This design comes from an exercise in tuning for small area on the open sky130 flow, not from production work. Function was checked by simulation only, so behaviour that the tests miss may differ from the original. The clock port is modelled as an ideal driver, which makes a skipped or thinned clock tree look cheaper than it is; a real chip needs a root buffer or a tree. Power figures rest on the tool's default switching activity, not on a simulated workload.

Setup of job 3638:
==> flow/design.v <==
module key_filter (
    input wire sys_clk,
    input wire sys_rst_n,
    input wire key_in,
    output wire key_hit
);
    localparam [6:0] POL = 7'b1010101;
    localparam [15:0] FB = 16'd12241;
    reg [6:0] t;
    wire [6:0] s = t ^ POL;
    wire clr = key_in | ~sys_rst_n;
    wire fb = FB[{s[6], s[4], s[2], s[0]}];
    wire [6:0] sn = clr ? 7'd0 : {s[5:0], fb};
    always @(posedge sys_clk) t <= sn ^ POL;
    assign key_hit = ((s[6] & s[5] & s[4] & ~s[3] & s[2] & s[1] & s[0]));
endmodule
module rom_ctrl (
    input wire sys_clk,
    input wire sys_rst_n,
    input wire key1_hit,
    input wire key2_hit,
    output reg [1:0] hun,
    output reg [3:0] ten,
    output reg [3:0] unit
);
    localparam [10:0] POL = 11'b01010101010;
    reg addr_flag1, addr_flag2;
    reg [10:0] t;
    wire [10:0] s = t ^ POL;
    wire rst = ~sys_rst_n;
    wire wrap = ((~s[10] & s[9] & ~s[8] & s[7] & s[6] & s[5] & ~s[4] & s[3] & ~s[2] & ~s[1] & s[0]));
    wire [9:0] a = {hun, ten, unit};
    wire at255 = ((a[9] & a[6] & ~a[4] & a[2] & ~a[0]));
    wire u9 = ((unit[3] & unit[2]));
    wire t9 = ((ten[3] & ten[2]));
    wire hold = wrap || addr_flag1 || addr_flag2;
    wire [10:0] sn = rst ? 11'd0 : hold ? 11'h400 : {s[9:0], ~(s[10] ^ s[8])};
    always @(posedge sys_clk) t <= sn ^ POL;
    always @(posedge sys_clk) begin
        if (rst) addr_flag1 <= 1'b0;
        else if (key2_hit) addr_flag1 <= 1'b0;
        else if (key1_hit) addr_flag1 <= ~addr_flag1;
    end
    always @(posedge sys_clk) begin
        if (rst) addr_flag2 <= 1'b0;
        else if (key1_hit) addr_flag2 <= 1'b0;
        else if (key2_hit) addr_flag2 <= ~addr_flag2;
    end
    always @(posedge sys_clk) begin
        if (rst || (wrap && at255)) begin
            hun <= 2'b00; ten <= 4'd0; unit <= 4'd0;
        end else if (addr_flag1) begin
            hun <= 2'b00; ten <= 4'd13; unit <= 4'd13;
        end else if (addr_flag2) begin
            hun <= 2'b01; ten <= 4'd13; unit <= 4'd13;
        end else if (wrap) begin
            unit <= u9 ? 4'd0 : {unit[2:0], ~(unit[3] ^ unit[0])};
            if (u9) begin
                ten <= t9 ? 4'd0 : {ten[2:0], ~(ten[3] ^ ten[0])};
                if (t9) hun <= {hun[0], 1'b1};
            end
        end
    end
endmodule
module seg_595_dynamic (
    input wire sys_clk,
    input wire sys_rst_n,
    input wire [1:0] hun,
    input wire [3:0] ten,
    input wire [3:0] unit,
    output wire stcp,
    output wire shcp,
    output reg ds,
    output wire oe
);
    reg [2:0] cnt_8;
    reg [2:0] c7;
    reg [4:0] c25;
    reg [3:0] c11;
    reg [2:0] jsel;
    reg [3:0] nxt;
    reg [3:0] cur;
    wire rst = ~sys_rst_n;
    wire q0 = (cnt_8[1:0] == 2'd0);
    wire tick4 = (cnt_8[1:0] == 2'd3);
    wire tick8 = (cnt_8 == 3'd7);
    wire c25_0 = ((~c25[3] & ~c25[2] & ~c25[1] & ~c25[0]));
    wire c25_24 = ((c25[4] & ~c25[3] & ~c25[1] & ~c25[0]));
    wire c11_10 = ((~c11[2] & c11[1] & ~c11[0]));
    wire c7_0 = ((~c7[2] & ~c7[1] & ~c7[0]));
    wire slot = (cnt_8 == 3'd0) && c25_0;
    wire first = (jsel == 3'd6);
    wire grab = tick4 && c11_10 && ((~c25[4] & ~c25[2]) | (~c25[3] & c25[0]) | (c25[3] & c25[2] & c25[1]));
    assign oe = rst;
    assign shcp = (tick4 || (q0 && !first));
    assign stcp = (cnt_8 == 3'd0) && c7_0 && !first;
    always @(posedge sys_clk or negedge sys_rst_n) begin
        if (!sys_rst_n) cnt_8 <= 3'd0;
        else cnt_8 <= cnt_8 + 1'b1;
    end
    always @(posedge sys_clk or negedge sys_rst_n) begin
        if (!sys_rst_n) c7 <= 3'd0;
        else if (tick8) c7 <= {c7[1:0], ~(c7[2] ^ c7[1])};
    end
    always @(posedge sys_clk) begin
        if (!sys_rst_n) c25 <= 5'd0;
        else if (tick8) c25 <= c25_24 ? 5'd0 : {c25[3:0], ~(c25[4] ^ c25[2])};
    end
    always @(posedge sys_clk) begin
        if (!sys_rst_n) c11 <= 4'd0;
        else if (tick4) c11 <= c11_10 ? 4'd0 : {c11[2:0], ~(c11[3] ^ c11[2])};
    end
    reg [2:0] jnext;
    always @(*) begin
        case (jsel)
            3'd4: jnext = 3'd0;
            3'd0: jnext = 3'd5;
            3'd5: jnext = 3'd1;
            3'd1: jnext = 3'd7;
            3'd7: jnext = 3'd3;
            3'd3: jnext = 3'd4;
            3'd2: jnext = 3'd4;
            3'd6: jnext = 3'd2;
        endcase
    end
    always @(posedge sys_clk or negedge sys_rst_n) begin
        if (!sys_rst_n) jsel <= 3'd6;
        else if (slot) jsel <= jnext;
    end
    wire hun_nz = hun[0];
    wire ten_nz = ~((~ten[2] & ~ten[1] & ~ten[0]));
    wire [3:0] dig = (jnext == 3'd4) ? unit :
                     (jnext == 3'd0) ? ((hun_nz || ten_nz) ? ten : 4'd15) :
                     (jnext == 3'd5) ? (hun_nz ? (hun[1] ? 4'd2 : 4'd1) : 4'd15) : 4'd15;
    always @(posedge sys_clk) begin
        if (grab) nxt <= dig;
    end
    always @(posedge sys_clk) begin
        if (slot) cur <= first ? 4'd0 : nxt;
    end
    wire [6:0] seg;
    assign seg[0] = ((cur[3] & cur[1]) | (~cur[3] & ~cur[2] & ~cur[1] & cur[0]));
    assign seg[1] = ((cur[3] & ~cur[2] & ~cur[1]) | (cur[3] & cur[2] & cur[1]) | (cur[2] & ~cur[1] & ~cur[0]));
    assign seg[2] = ((cur[3] & cur[2] & cur[1]) | (~cur[3] & ~cur[2] & cur[1] & ~cur[0]));
    assign seg[3] = ((cur[3] & cur[1]) | (~cur[3] & ~cur[2] & cur[0]));
    assign seg[4] = ((cur[2] & ~cur[1]) | (cur[3] & cur[1]) | (~cur[3] & cur[0]));
    assign seg[5] = ((~cur[3] & cur[0]) | (cur[1] & cur[0]) | (~cur[3] & ~cur[2] & cur[1]));
    assign seg[6] = ((cur[1] & cur[0]) | (~cur[3] & ~cur[2] & ~cur[1]));
    wire [5:0] sel = {jsel == 3'd3, jsel == 3'd7, jsel == 3'd1, jsel == 3'd5, jsel == 3'd0, jsel == 3'd4};
    wire [13:0] data = {seg[0], seg[1], seg[2], seg[3], seg[4], seg[5], seg[6],
                        1'b1, sel};
    reg bit_out;
    always @(*) begin
        case ({c7, cnt_8[2]})
            {3'd0, 1'b0}: bit_out = data[0];
            {3'd0, 1'b1}: bit_out = data[1];
            {3'd1, 1'b0}: bit_out = data[2];
            {3'd1, 1'b1}: bit_out = data[3];
            {3'd3, 1'b0}: bit_out = data[4];
            {3'd3, 1'b1}: bit_out = data[5];
            {3'd6, 1'b0}: bit_out = data[6];
            {3'd6, 1'b1}: bit_out = data[7];
            {3'd5, 1'b0}: bit_out = data[8];
            {3'd5, 1'b1}: bit_out = data[9];
            {3'd2, 1'b0}: bit_out = data[10];
            {3'd2, 1'b1}: bit_out = data[11];
            {3'd4, 1'b0}: bit_out = data[12];
            {3'd4, 1'b1}: bit_out = data[13];
            default: bit_out = 1'b0;
        endcase
    end
    always @(posedge sys_clk or negedge sys_rst_n) begin
        if (sys_rst_n == 1'b0) ds <= 1'b0;
        else if (q0) ds <= bit_out;
    end
endmodule
module ROM (
    input wire sys_clk,
    input wire sys_rst_n,
    input wire [1:0] key,
    output wire stcp,
    output wire shcp,
    output wire ds,
    output wire oe
);
    wire key1_hit, key2_hit;
    wire [1:0] a_hun;
    wire [3:0] a_ten, a_unit;
    key_filter key1_filter_inst(.sys_clk(sys_clk), .sys_rst_n(sys_rst_n),
        .key_in(key[0]), .key_hit(key1_hit));
    key_filter key2_filter_inst(.sys_clk(sys_clk), .sys_rst_n(sys_rst_n),
        .key_in(key[1]), .key_hit(key2_hit));
    rom_ctrl rom_ctrl_inst(.sys_clk(sys_clk), .sys_rst_n(sys_rst_n),
        .key1_hit(key1_hit), .key2_hit(key2_hit),
        .hun(a_hun), .ten(a_ten), .unit(a_unit));
    seg_595_dynamic seg_595_dynamic_inst(.sys_clk(sys_clk), .sys_rst_n(sys_rst_n),
        .hun(a_hun), .ten(a_ten), .unit(a_unit),
        .stcp(stcp), .shcp(shcp), .ds(ds), .oe(oe));
endmodule
==> flow/config.mk <==
export PLATFORM = sky130hd
export DESIGN_NAME = ROM
export DESIGN_NICKNAME = ROM
export VERILOG_FILES = /design/flow/design.v
export SDC_FILE = /design/flow/constraint.sdc
export NUM_CORES = 4
export LEC_CHECK = 0
export CAP_MARGIN = 20
export CORE_MARGIN = 2
export CORE_UTILIZATION = 40
export GPL_TIMING_DRIVEN = 0
export SLEW_MARGIN = 20
==> flow/constraint.sdc <==
create_clock -name core_clock -period 5.0 [get_ports {sys_clk}]
set_input_delay 1.0000 -clock core_clock [delete_from_list [all_inputs] [get_ports {sys_clk}]]
set_output_delay 1.0000 -clock core_clock [all_outputs]
set_load 0.01 [all_outputs]
standard.sh (not shown) runs the stock make flow with config.mk's settings and CLKGATE_MAP_FILE= SYNTH_SCRIPT=/design/flow/synth_recipe.tcl, a recipe that flattens the netlist after the stock synthesis.
==> flow/flow/run.sh <==
#!/bin/bash
# Own layout flow: the standard flow (standard.sh) with two changes.
# 1. Synthesis: the standard synthesis script, with only the ABC mapping
#    script swapped for an area-oriented one (flow/abc_area.script). The
#    registers, their names and cells are those of the standard synthesis.
# 2. Clock tree: made by flow/manual_cts.tcl (run as cts.tcl's PRE_CTS_TCL
#    hook) instead of TritonCTS: the registers are split by position into
#    4 groups, each driven by one clock buffer at its centre; the clock port
#    drives only those 4 buffers. Every register gets the clock through one
#    buffer of the same kind.
# 3. Port buffers: every input and output port still gets a buffer, of the
#    smallest buffer cell (buf_1) instead of the default choice.
# Each step's full output goes to a log file in the work folder.
set -euo pipefail
W=$PWD
F=$W/flow
cat > "$W/area_synth.tcl" <<EOT
proc abc {args} {
  set i [lsearch -exact \$args -script]
  if {\$i >= 0} { lset args [expr {\$i + 1}] $F/abc_area.script }
  yosys abc {*}\$args
}
source $W/synth_recipe.tcl
EOT
export MANUAL_CTS_NET=sys_clk MANUAL_CTS_N=4 MANUAL_CTS_BUF=sky130_fd_sc_hd__clkbuf_8
bash "$W/standard.sh" synth "SYNTH_SCRIPT=$W/area_synth.tcl" > "$W/synth.log" 2>&1
bash "$W/standard.sh" finish "SYNTH_SCRIPT=$W/area_synth.tcl" "PRE_CTS_TCL=$F/manual_cts.tcl" "BUFFER_PORTS_ARGS=-buffer_cell sky130_fd_sc_hd__buf_1" > "$W/layout.log" 2>&1
Other scripts of this flow, unchanged in this note and not shown: flow/flow/abc_area.script, flow/flow/manual_cts.tcl
### job 3638 -> job 3747
Settings: GPL_TIMING_DRIVEN removed (was 0).
Findings:
Job 3747 finished end to end and its layout was clean on timing, DRC and antenna. Min maximum number of pins on one net before global-route repair across job 3747 and job 3638: job 3747. Taking job 3638 as the reference, in job 3747 fmax went up by 25%, number of stages on the worst setup path shows an increase of 1, relative contribution of sequential cells to total power ~0 delta.
In every run of this note, the design's own scripts or RTL, not TritonCTS, make the clock network.

-- afterwards: timing with drivers on the ports --
No port has a modelled driver above. Below, the same layouts with a new extraction and two added sets of constraints. Step 1: set_driving_cell puts a clkbuf_16 on sys_clk and a buf_2 on each other input, an assumption about the parent block. Step 2 also shifts input and output timing later by t, the mid clock arrival at the registers, as if the neighbouring blocks saw the same clock. a / b / c = ideal ports / drivers / drivers and shift; a / b = the first two.
run | shift t [ns] | slack for setup (ns) | worst slew at a driven data input, ns
job 3638 | 0.213 | 1.457 / 1.427 / 1.427 | 0.03
job 3747 | 0.206 | 2.167 / 2.143 / 2.143 | 0.03
After both steps every run listed still meets setup and hold. For job 3638, which loses most, drivers alone change the setup slack by -0.030 ns; drivers and shift together by -0.030 ns.
